Context: an optimization exercise on an open-source flow, tuned for small area. The choices shown serve that exercise and are no tape-out recipe. Where RTL was checked, it was by simulation tests only, not by an equivalence proof against the original. Power and IR drop assume default switching activity.

==> 07-09 <==
## edfic_top
module edfic_top #(
    parameter  int unsigned NrIrqs     = 16,
    parameter  int unsigned TsWidth    = 24,
    parameter  int unsigned TsClip     = 0,
    parameter  int unsigned BaseAddr   = 0,
    localparam int unsigned OutTsWidth = TsWidth + TsClip,
    localparam int unsigned IdWidth    = $clog2(NrIrqs)
) (
    input logic clk_i,
    input logic rst_ni,
    input  logic        cfg_req_i,
    input  logic        cfg_we_i,
    input  logic [31:0] cfg_addr_i,
    input  logic [31:0] cfg_wdata_i,
    output logic [31:0] cfg_rdata_o,
    input  logic [63:0] mtime_i,
    input  logic [NrIrqs-1:0] irq_i,
    output logic [IdWidth-1:0] irq_id_o,
    input  logic [IdWidth-1:0] irq_id_i,
    output logic [OutTsWidth-1:0] irq_dl_o,
    output logic irq_valid_o,
    input  logic irq_ack_i
);
==> module edfic_arbiter, before the edit <==
module edfic_arbiter #(
  parameter int unsigned W = 25
)(
  input  logic [15:0]        valid_i,
  input  logic [15:0][W-1:0] key_i,
  output logic               valid_o,
  output logic [W-1:0]       key_o,
  output logic [3:0]         idx_o
);
function automatic logic lt(input logic [W-1:0] a, input logic [W-1:0] b);
  logic c;
  c = 1'b0;
  for (int k = 0; k < W; k++) c = (~a[k] & b[k]) | (~a[k] & c) | (b[k] & c);
  lt = c;
endfunction
logic [7:0]        v1;
logic [7:0][W-1:0] k1;
logic [7:0][0:0]   i1;
for (genvar n = 0; n < 8; n++) begin : g_l1
  logic selb;
  assign selb  = valid_i[2*n+1] & (~valid_i[2*n] | lt(key_i[2*n+1], key_i[2*n]));
  assign v1[n] = valid_i[2*n] | valid_i[2*n+1];
  assign k1[n] = selb ? key_i[2*n+1] : key_i[2*n];
  assign i1[n] = selb;
end
logic [3:0]        v2;
logic [3:0][W-1:0] k2;
logic [3:0][1:0]   i2;
for (genvar n = 0; n < 4; n++) begin : g_l2
  logic selb;
  assign selb  = v1[2*n+1] & (~v1[2*n] | lt(k1[2*n+1], k1[2*n]));
  assign v2[n] = v1[2*n] | v1[2*n+1];
  assign k2[n] = selb ? k1[2*n+1] : k1[2*n];
  assign i2[n] = selb ? {1'b1, i1[2*n+1]} : {1'b0, i1[2*n]};
end
logic [1:0]        v3;
logic [1:0][W-1:0] k3;
logic [1:0][2:0]   i3;
for (genvar n = 0; n < 2; n++) begin : g_l3
  logic selb;
  assign selb  = v2[2*n+1] & (~v2[2*n] | lt(k2[2*n+1], k2[2*n]));
  assign v3[n] = v2[2*n] | v2[2*n+1];
  assign k3[n] = selb ? k2[2*n+1] : k2[2*n];
  assign i3[n] = selb ? {1'b1, i2[2*n+1]} : {1'b0, i2[2*n]};
end
logic sel4;
assign sel4    = v3[1] & (~v3[0] | lt(k3[1], k3[0]));
assign valid_o = v3[0] | v3[1];
assign key_o   = sel4 ? k3[1] : k3[0];
assign idx_o   = sel4 ? {1'b1, i3[1]} : {1'b0, i3[0]};
endmodule
==> module edfic_top, before the edit <==
module edfic_top #(
    parameter  int unsigned NrIrqs     = 16,
    parameter  int unsigned TsWidth    = 24,
    parameter  int unsigned TsClip     = 0,
    parameter  int unsigned BaseAddr   = 0,
    localparam int unsigned OutTsWidth = TsWidth + TsClip,
    localparam int unsigned IdWidth    = $clog2(NrIrqs)
) (
    input logic clk_i,
    input logic rst_ni,
    input  logic        cfg_req_i,
    input  logic        cfg_we_i,
    input  logic [31:0] cfg_addr_i,
    input  logic [31:0] cfg_wdata_i,
    output logic [31:0] cfg_rdata_o,
    input  logic [63:0] mtime_i,
    input  logic [NrIrqs-1:0] irq_i,
    output logic [IdWidth-1:0] irq_id_o,
    input  logic [IdWidth-1:0] irq_id_i,
    output logic [OutTsWidth-1:0] irq_dl_o,
    output logic irq_valid_o,
    input  logic irq_ack_i
);
localparam int unsigned N = 16;
logic [23:0] mt;
assign mt = mtime_i[23:0];
logic [3:0] addr;
assign addr = cfg_addr_i[5:2];
logic write_event;
assign write_event = cfg_req_i & cfg_we_i;
logic [N-1:0]         ip_q, ie_q, type_q, pol_q, prev_q;
logic [N-1:0][22:0]   dl_q;
logic [N-1:0][23:0]   ts_q;
logic [N-1:0]         trig, wsel, ack, ld;
logic [N-1:0][23:0]   stamp;
logic [N-1:0]         flag;
logic [N-1:0][24:0]   key;
logic [N-1:0]         valid;
logic [23:0] mthr;
assign mthr = {~mt[23], mt[22:0]};
function automatic logic [23:0] add_dl(input logic [22:0] a, input logic [23:0] b);
  logic c;
  c = 1'b0;
  for (int k = 0; k < 23; k++) begin
    add_dl[k] = a[k] ^ b[k] ^ c;
    c = (a[k] & b[k]) | (a[k] & c) | (b[k] & c);
  end
  add_dl[23] = b[23] ^ c;
endfunction
function automatic logic lt24(input logic [23:0] a, input logic [23:0] b);
  logic c;
  c = 1'b0;
  for (int k = 0; k < 24; k++) c = (~a[k] & b[k]) | (~a[k] & c) | (b[k] & c);
  lt24 = c;
endfunction
for (genvar i = 0; i < N; i++) begin : g_line
  assign wsel[i]  = write_event & (addr == 4'(i));
  assign ack[i]   = irq_ack_i & (irq_id_i == 4'(i));
  assign ld[i]    = trig[i] | (wsel[i] & cfg_wdata_i[1]);
  assign stamp[i] = add_dl(dl_q[i], mt);
  assign valid[i] = ie_q[i] & ip_q[i];
  assign flag[i]  = lt24(ts_q[i], mthr);
  assign key[i]   = {flag[i], ts_q[i]};
  edfic_gateway i_gw (
    .irq_i  (irq_i[i]),
    .prev_i (prev_q[i]),
    .pol_i  (pol_q[i]),
    .type_i (type_q[i]),
    .ip_i   (ip_q[i]),
    .trig_o (trig[i])
  );
  always_ff @(posedge clk_i or negedge rst_ni) begin
    if (~rst_ni) begin
      ip_q[i]   <= 1'b0;
      ie_q[i]   <= 1'b0;
      type_q[i] <= 1'b0;
      pol_q[i]  <= 1'b0;
      dl_q[i]   <= '0;
    end else begin
      if (wsel[i]) begin
        ie_q[i]   <= cfg_wdata_i[0];
        type_q[i] <= cfg_wdata_i[2];
        pol_q[i]  <= cfg_wdata_i[3];
        dl_q[i]   <= cfg_wdata_i[30:8];
      end
      ip_q[i] <= ~ack[i] & (trig[i] | (wsel[i] ? cfg_wdata_i[1] : ip_q[i]));
    end
  end
  always_ff @(posedge clk_i) begin
    if (ld[i]) ts_q[i] <= stamp[i];
    prev_q[i] <= rst_ni & irq_i[i];
  end
end
always_comb begin
  cfg_rdata_o = '0;
  for (int i = 0; i < N; i++)
    if (addr == 4'(i))
      cfg_rdata_o = {1'b0, dl_q[i], 4'b0, pol_q[i], type_q[i], ip_q[i], ie_q[i]};
end
logic [24:0] win_key;
edfic_arbiter #(.W(25)) i_arb (
  .valid_i (valid),
  .key_i   (key),
  .valid_o (irq_valid_o),
  .key_o   (win_key),
  .idx_o   (irq_id_o)
);
assign irq_dl_o = win_key[23:0] - mt;
endmodule
export LEC_CHECK = 0
export CAP_MARGIN = 20
export CORE_MARGIN = 2
export CORE_UTILIZATION = 40
export SLEW_MARGIN = 20
create_clock -name core_clock -period 40.0 [get_ports {clk_i}]
run.sh (not shown) runs the stock make flow with config.mk's settings and CLKGATE_MAP_FILE= SYNTH_SCRIPT=/design/flow/synth_recipe.tcl, a recipe that flattens the netlist after the stock synthesis.
==> inputs of 02-20, as changes to 07-09 <==
--- a/flow/design.v
+++ b/flow/design.v
@@ -23,6 +23,6 @@
 function automatic logic lt(input logic [W-1:0] a, input logic [W-1:0] b);
-  logic c;
-  c = 1'b0;
-  for (int k = 0; k < W; k++) c = (~a[k] & b[k]) | (~a[k] & c) | (b[k] & c);
-  lt = c;
+  logic nc;
+  nc = 1'b1;
+  for (int k = 0; k < W; k++) nc = (a[k] & ~b[k]) | (a[k] & nc) | (~b[k] & nc);
+  lt = ~nc;
 endfunction
@@ -114,6 +114,6 @@
 function automatic logic lt24(input logic [23:0] a, input logic [23:0] b);
-  logic c;
-  c = 1'b0;
-  for (int k = 0; k < 24; k++) c = (~a[k] & b[k]) | (~a[k] & c) | (b[k] & c);
-  lt24 = c;
+  logic nc;
+  nc = 1'b1;
+  for (int k = 0; k < 24; k++) nc = (a[k] & ~b[k]) | (a[k] & nc) | (~b[k] & nc);
+  lt24 = ~nc;
 endfunction
==> flow/flow/run.sh (new file) <==
#!/bin/bash
# Layout flow: the standard flow (standard.sh), with one change in
# synthesis: ABC maps the logic with an area-oriented script (area.abc)
# instead of ORFS's speed script. Everything else, including the
# synthesis steps before and after ABC and the register mapping, is
# synth_recipe.tcl unchanged.
set -euo pipefail
WORK=$(cd "$(dirname "${BASH_SOURCE[0]}")/.." && pwd)
cd "$WORK"

# synth_recipe.tcl, preceded by a wrapper that swaps abc's -script
{
  cat <<TCL
proc abc {args} {
  set i [lsearch -exact \$args -script]
  if {\$i >= 0} { set args [lreplace \$args [expr {\$i + 1}] [expr {\$i + 1}] {$WORK/flow/area.abc}] }
  yosys abc {*}\$args
}
TCL
  cat synth_recipe.tcl
} > area_synth.tcl

grep -q 'SYNTH_SCRIPT=' standard.sh
sed "s|SYNTH_SCRIPT=[^ ]*|SYNTH_SCRIPT=$WORK/area_synth.tcl|" standard.sh > area_standard.sh

# the whole ORFS run's output; each step's own log is under orfs/logs/
bash area_standard.sh > "$WORK/flow_make.log" 2>&1
==> flow/flow/area.abc (new file) <==
strash
&get -n
&st
&dch
&nf -a
&put
topo
==> flow/standard.sh (new file) <==
#!/bin/bash
# synth_recipe.tcl (not shown) runs the flow's synth.tcl, then flattens the netlist and writes it again
# the make line also repeats each setting of config.mk as NAME=value (left out here)
make -C /OpenROAD-flow-scripts/flow DESIGN_CONFIG=/design/flow/config.mk WORK_HOME=/design/flow/orfs CLKGATE_MAP_FILE= SYNTH_SCRIPT=/design/flow/synth_recipe.tcl "${@:-finish}"
Settings changed: CAP_MARGIN 20 to 0, CORE_UTILIZATION 40 to 65, CTS_CLUSTER_DIAMETER set to 80, CTS_CLUSTER_SIZE set to 30, PLACE_DENSITY set to 0.75, SLEW_MARGIN 20 to 0.
removed: flow/run.sh
==> inputs of 12-11, as changes to 07-09 <==
--- a/flow/design.v
+++ b/flow/design.v
@@ -22,8 +22,2 @@
 );
-function automatic logic lt(input logic [W-1:0] a, input logic [W-1:0] b);
-  logic c;
-  c = 1'b0;
-  for (int k = 0; k < W; k++) c = (~a[k] & b[k]) | (~a[k] & c) | (b[k] & c);
-  lt = c;
-endfunction
 logic [7:0]        v1;
@@ -33,3 +27,5 @@
   logic selb;
-  assign selb  = valid_i[2*n+1] & (~valid_i[2*n] | lt(key_i[2*n+1], key_i[2*n]));
+  logic blt;
+  edfic_lt #(.W(W)) i_lt (.a_i(key_i[2*n+1]), .b_i(key_i[2*n]), .lt_o(blt));
+  assign selb  = valid_i[2*n+1] & (~valid_i[2*n] | blt);
   assign v1[n] = valid_i[2*n] | valid_i[2*n+1];
@@ -43,3 +39,5 @@
   logic selb;
-  assign selb  = v1[2*n+1] & (~v1[2*n] | lt(k1[2*n+1], k1[2*n]));
+  logic blt;
+  edfic_lt #(.W(W)) i_lt (.a_i(k1[2*n+1]), .b_i(k1[2*n]), .lt_o(blt));
+  assign selb  = v1[2*n+1] & (~v1[2*n] | blt);
   assign v2[n] = v1[2*n] | v1[2*n+1];
@@ -53,3 +51,5 @@
   logic selb;
-  assign selb  = v2[2*n+1] & (~v2[2*n] | lt(k2[2*n+1], k2[2*n]));
+  logic blt;
+  edfic_lt #(.W(W)) i_lt (.a_i(k2[2*n+1]), .b_i(k2[2*n]), .lt_o(blt));
+  assign selb  = v2[2*n+1] & (~v2[2*n] | blt);
   assign v3[n] = v2[2*n] | v2[2*n+1];
@@ -59,3 +59,5 @@
 logic sel4;
-assign sel4    = v3[1] & (~v3[0] | lt(k3[1], k3[0]));
+logic lt4;
+edfic_lt #(.W(W)) i_lt4 (.a_i(k3[1]), .b_i(k3[0]), .lt_o(lt4));
+assign sel4    = v3[1] & (~v3[0] | lt4);
 assign valid_o = v3[0] | v3[1];
@@ -63,2 +65,25 @@
 assign idx_o   = sel4 ? {1'b1, i3[1]} : {1'b0, i3[0]};
+endmodule
+module edfic_lt #(
+  parameter int unsigned W = 24
+)(
+  input  logic [W-1:0] a_i,
+  input  logic [W-1:0] b_i,
+  output logic         lt_o
+);
+logic [W-1:0] bn_i;
+logic [W:0]   nc;
+assign bn_i = ~b_i;
+assign nc   = {(a_i & bn_i) | (a_i & nc[W-1:0]) | (bn_i & nc[W-1:0]), 1'b1};
+assign lt_o = ~nc[W];
+endmodule
+module edfic_add_dl (
+  input  logic [22:0] a_i,
+  input  logic [23:0] b_i,
+  output logic [23:0] s_o
+);
+logic [23:0] a, c;
+assign a   = {1'b0, a_i};
+assign c   = {(a[22:0] & b_i[22:0]) | (a[22:0] & c[22:0]) | (b_i[22:0] & c[22:0]), 1'b0};
+assign s_o = a ^ b_i ^ c;
 endmodule
@@ -104,17 +129,2 @@
 assign mthr = {~mt[23], mt[22:0]};
-function automatic logic [23:0] add_dl(input logic [22:0] a, input logic [23:0] b);
-  logic c;
-  c = 1'b0;
-  for (int k = 0; k < 23; k++) begin
-    add_dl[k] = a[k] ^ b[k] ^ c;
-    c = (a[k] & b[k]) | (a[k] & c) | (b[k] & c);
-  end
-  add_dl[23] = b[23] ^ c;
-endfunction
-function automatic logic lt24(input logic [23:0] a, input logic [23:0] b);
-  logic c;
-  c = 1'b0;
-  for (int k = 0; k < 24; k++) c = (~a[k] & b[k]) | (~a[k] & c) | (b[k] & c);
-  lt24 = c;
-endfunction
 for (genvar i = 0; i < N; i++) begin : g_line
@@ -123,5 +133,5 @@
   assign ld[i]    = trig[i] | (wsel[i] & cfg_wdata_i[1]);
-  assign stamp[i] = add_dl(dl_q[i], mt);
+  edfic_add_dl i_add (.a_i(dl_q[i]), .b_i(mt), .s_o(stamp[i]));
   assign valid[i] = ie_q[i] & ip_q[i];
-  assign flag[i]  = lt24(ts_q[i], mthr);
+  edfic_lt #(.W(24)) i_lt (.a_i(ts_q[i]), .b_i(mthr), .lt_o(flag[i]));
   assign key[i]   = {flag[i], ts_q[i]};
Settings changed: CAP_MARGIN 20 to 0, CORE_UTILIZATION 40 to 65, CTS_CLUSTER_DIAMETER set to 80, CTS_CLUSTER_SIZE set to 30, PLACE_DENSITY set to 0.75, SLEW_MARGIN 20 to 0.
==> inputs of 10-24, as changes to 07-09 <==
--- a/flow/design.v
+++ b/flow/design.v
@@ -22,8 +22,2 @@
 );
-function automatic logic lt(input logic [W-1:0] a, input logic [W-1:0] b);
-  logic c;
-  c = 1'b0;
-  for (int k = 0; k < W; k++) c = (~a[k] & b[k]) | (~a[k] & c) | (b[k] & c);
-  lt = c;
-endfunction
 logic [7:0]        v1;
@@ -33,3 +27,5 @@
   logic selb;
-  assign selb  = valid_i[2*n+1] & (~valid_i[2*n] | lt(key_i[2*n+1], key_i[2*n]));
+  logic blt;
+  edfic_lt #(.W(W)) i_lt (.a_i(key_i[2*n+1]), .b_i(key_i[2*n]), .lt_o(blt));
+  assign selb  = valid_i[2*n+1] & (~valid_i[2*n] | blt);
   assign v1[n] = valid_i[2*n] | valid_i[2*n+1];
@@ -43,3 +39,5 @@
   logic selb;
-  assign selb  = v1[2*n+1] & (~v1[2*n] | lt(k1[2*n+1], k1[2*n]));
+  logic blt;
+  edfic_lt #(.W(W)) i_lt (.a_i(k1[2*n+1]), .b_i(k1[2*n]), .lt_o(blt));
+  assign selb  = v1[2*n+1] & (~v1[2*n] | blt);
   assign v2[n] = v1[2*n] | v1[2*n+1];
@@ -53,3 +51,5 @@
   logic selb;
-  assign selb  = v2[2*n+1] & (~v2[2*n] | lt(k2[2*n+1], k2[2*n]));
+  logic blt;
+  edfic_lt #(.W(W)) i_lt (.a_i(k2[2*n+1]), .b_i(k2[2*n]), .lt_o(blt));
+  assign selb  = v2[2*n+1] & (~v2[2*n] | blt);
   assign v3[n] = v2[2*n] | v2[2*n+1];
@@ -59,3 +59,5 @@
 logic sel4;
-assign sel4    = v3[1] & (~v3[0] | lt(k3[1], k3[0]));
+logic lt4;
+edfic_lt #(.W(W)) i_lt4 (.a_i(k3[1]), .b_i(k3[0]), .lt_o(lt4));
+assign sel4    = v3[1] & (~v3[0] | lt4);
 assign valid_o = v3[0] | v3[1];
@@ -63,2 +65,25 @@
 assign idx_o   = sel4 ? {1'b1, i3[1]} : {1'b0, i3[0]};
+endmodule
+module edfic_lt #(
+  parameter int unsigned W = 24
+)(
+  input  logic [W-1:0] a_i,
+  input  logic [W-1:0] b_i,
+  output logic         lt_o
+);
+logic [W-1:0] bn_i;
+logic [W:0]   nc;
+assign bn_i = ~b_i;
+assign nc   = {(a_i & bn_i) | (a_i & nc[W-1:0]) | (bn_i & nc[W-1:0]), 1'b1};
+assign lt_o = ~nc[W];
+endmodule
+module edfic_add_dl (
+  input  logic [22:0] a_i,
+  input  logic [23:0] b_i,
+  output logic [23:0] s_o
+);
+logic [23:0] a, c;
+assign a   = {1'b0, a_i};
+assign c   = {(a[22:0] & b_i[22:0]) | (a[22:0] & c[22:0]) | (b_i[22:0] & c[22:0]), 1'b0};
+assign s_o = a ^ b_i ^ c;
 endmodule
@@ -104,17 +129,2 @@
 assign mthr = {~mt[23], mt[22:0]};
-function automatic logic [23:0] add_dl(input logic [22:0] a, input logic [23:0] b);
-  logic c;
-  c = 1'b0;
-  for (int k = 0; k < 23; k++) begin
-    add_dl[k] = a[k] ^ b[k] ^ c;
-    c = (a[k] & b[k]) | (a[k] & c) | (b[k] & c);
-  end
-  add_dl[23] = b[23] ^ c;
-endfunction
-function automatic logic lt24(input logic [23:0] a, input logic [23:0] b);
-  logic c;
-  c = 1'b0;
-  for (int k = 0; k < 24; k++) c = (~a[k] & b[k]) | (~a[k] & c) | (b[k] & c);
-  lt24 = c;
-endfunction
 for (genvar i = 0; i < N; i++) begin : g_line
@@ -123,5 +133,5 @@
   assign ld[i]    = trig[i] | (wsel[i] & cfg_wdata_i[1]);
-  assign stamp[i] = add_dl(dl_q[i], mt);
+  edfic_add_dl i_add (.a_i(dl_q[i]), .b_i(mt), .s_o(stamp[i]));
   assign valid[i] = ie_q[i] & ip_q[i];
-  assign flag[i]  = lt24(ts_q[i], mthr);
+  edfic_lt #(.W(24)) i_lt (.a_i(ts_q[i]), .b_i(mthr), .lt_o(flag[i]));
   assign key[i]   = {flag[i], ts_q[i]};
Settings changed: CORE_UTILIZATION 40 to 65, CTS_CLUSTER_DIAMETER set to 80, CTS_CLUSTER_SIZE set to 30, PLACE_DENSITY set to 0.75.
==> notes.md <==
quantity                                                                        12-11          02-20          07-09          10-24
Run status                                                   finished with violations  timing/DRC/antenna clean  timing/DRC/antenna clean  timing/DRC/antenna clean
Layout check failures                                   capacitance limit, slew limit              -              -              -
Post-synthesis simple-gate area fraction                                       10.67%         7.879%         10.93%         10.67%
Max FO, Critical Path                                                              37             33             30             37
Filler-free cell count of the finished design                                   6,866          5,853          7,781          6,867
Amount of wire on met2 after detailed routing                               87,400 um      69,560 um     105,000 um      87,430 um
Pwr/cell area                                                           69.47 mW/mm^2  71.25 mW/mm^2  73.40 mW/mm^2  69.44 mW/mm^2
Area growth, synth to finish                                                   6.954%         9.763%         11.13%         7.020%
Initial detailed-routing violation count                                        7,524          4,415          6,813          7,747
Sequential portion of the cell area                                            36.08%         39.71%         34.03%         36.06%
Layout filler cell count                                                        6,626          5,739         14,000          6,615
1st-pass router iterations                                                         10              9              9             10
Met3 Usage GRT                                                                 23.14%         4.722%         10.64%         23.14%
Share of cells above drive strength 1                                          14.06%         5.107%         15.76%         14.16%
Arrival time reported for the critical path endpoint                         26.70 ns       29.74 ns       26.45 ns       26.33 ns
Reg power frac                                                                  31.0%          33.1%          27.8%          31.0%
Mux contribution to synthesized area                                           11.98%         10.67%         11.60%         11.98%
Portion of total power attributed to the clock network                          12.5%          12.5%          19.2%          12.5%
Unique masters post-synth                                                         117             49            136            117
Number of H-tree branching levels                                                   2              2              3              2
Post-Syn Instances                                                              5,598          4,480          5,647          5,598
Final core utilization                                                         69.99%         72.12%         44.62%         70.04%
Die span in x                                                                304.6 um       286.8 um       391.1 um       304.6 um
No functional check of the RTL was part of 07-09 and 02-20.

[separate check: timing with driven ports]
No port has a modelled driver above. Below, the same layouts with a new extraction and two added sets of constraints.
Step 1 assumes that a clkbuf_16 drives the clock port and a buf_2 every other input.
Step 2 moves the port delays by t, midway between the first and last clock arrival at a register: inputs arrive t later, outputs are due t later. That takes back most of the time a late clock gives input paths.
Three values: no drivers, after step 1, after step 2; two values: the first two.
run	t (ns)	slack for setup (ns)	clock arrival spread, ns	pins driven straight from the clock port
07-09	0.799	5.555 / 5.529 / 5.529	0.041 / 0.040	1
02-20	0.685	2.258 / 2.235 / 2.235	0.027 / 0.026	1
12-11	0.707	5.301 / 5.282 / 5.282	0.079 / 0.079	1
10-24	0.712	5.669 / 5.651 / 5.651	0.079 / 0.079	1
The setup slack of 07-09, which loses most, moves by -0.026 ns with the drivers and by -0.026 ns with both steps.
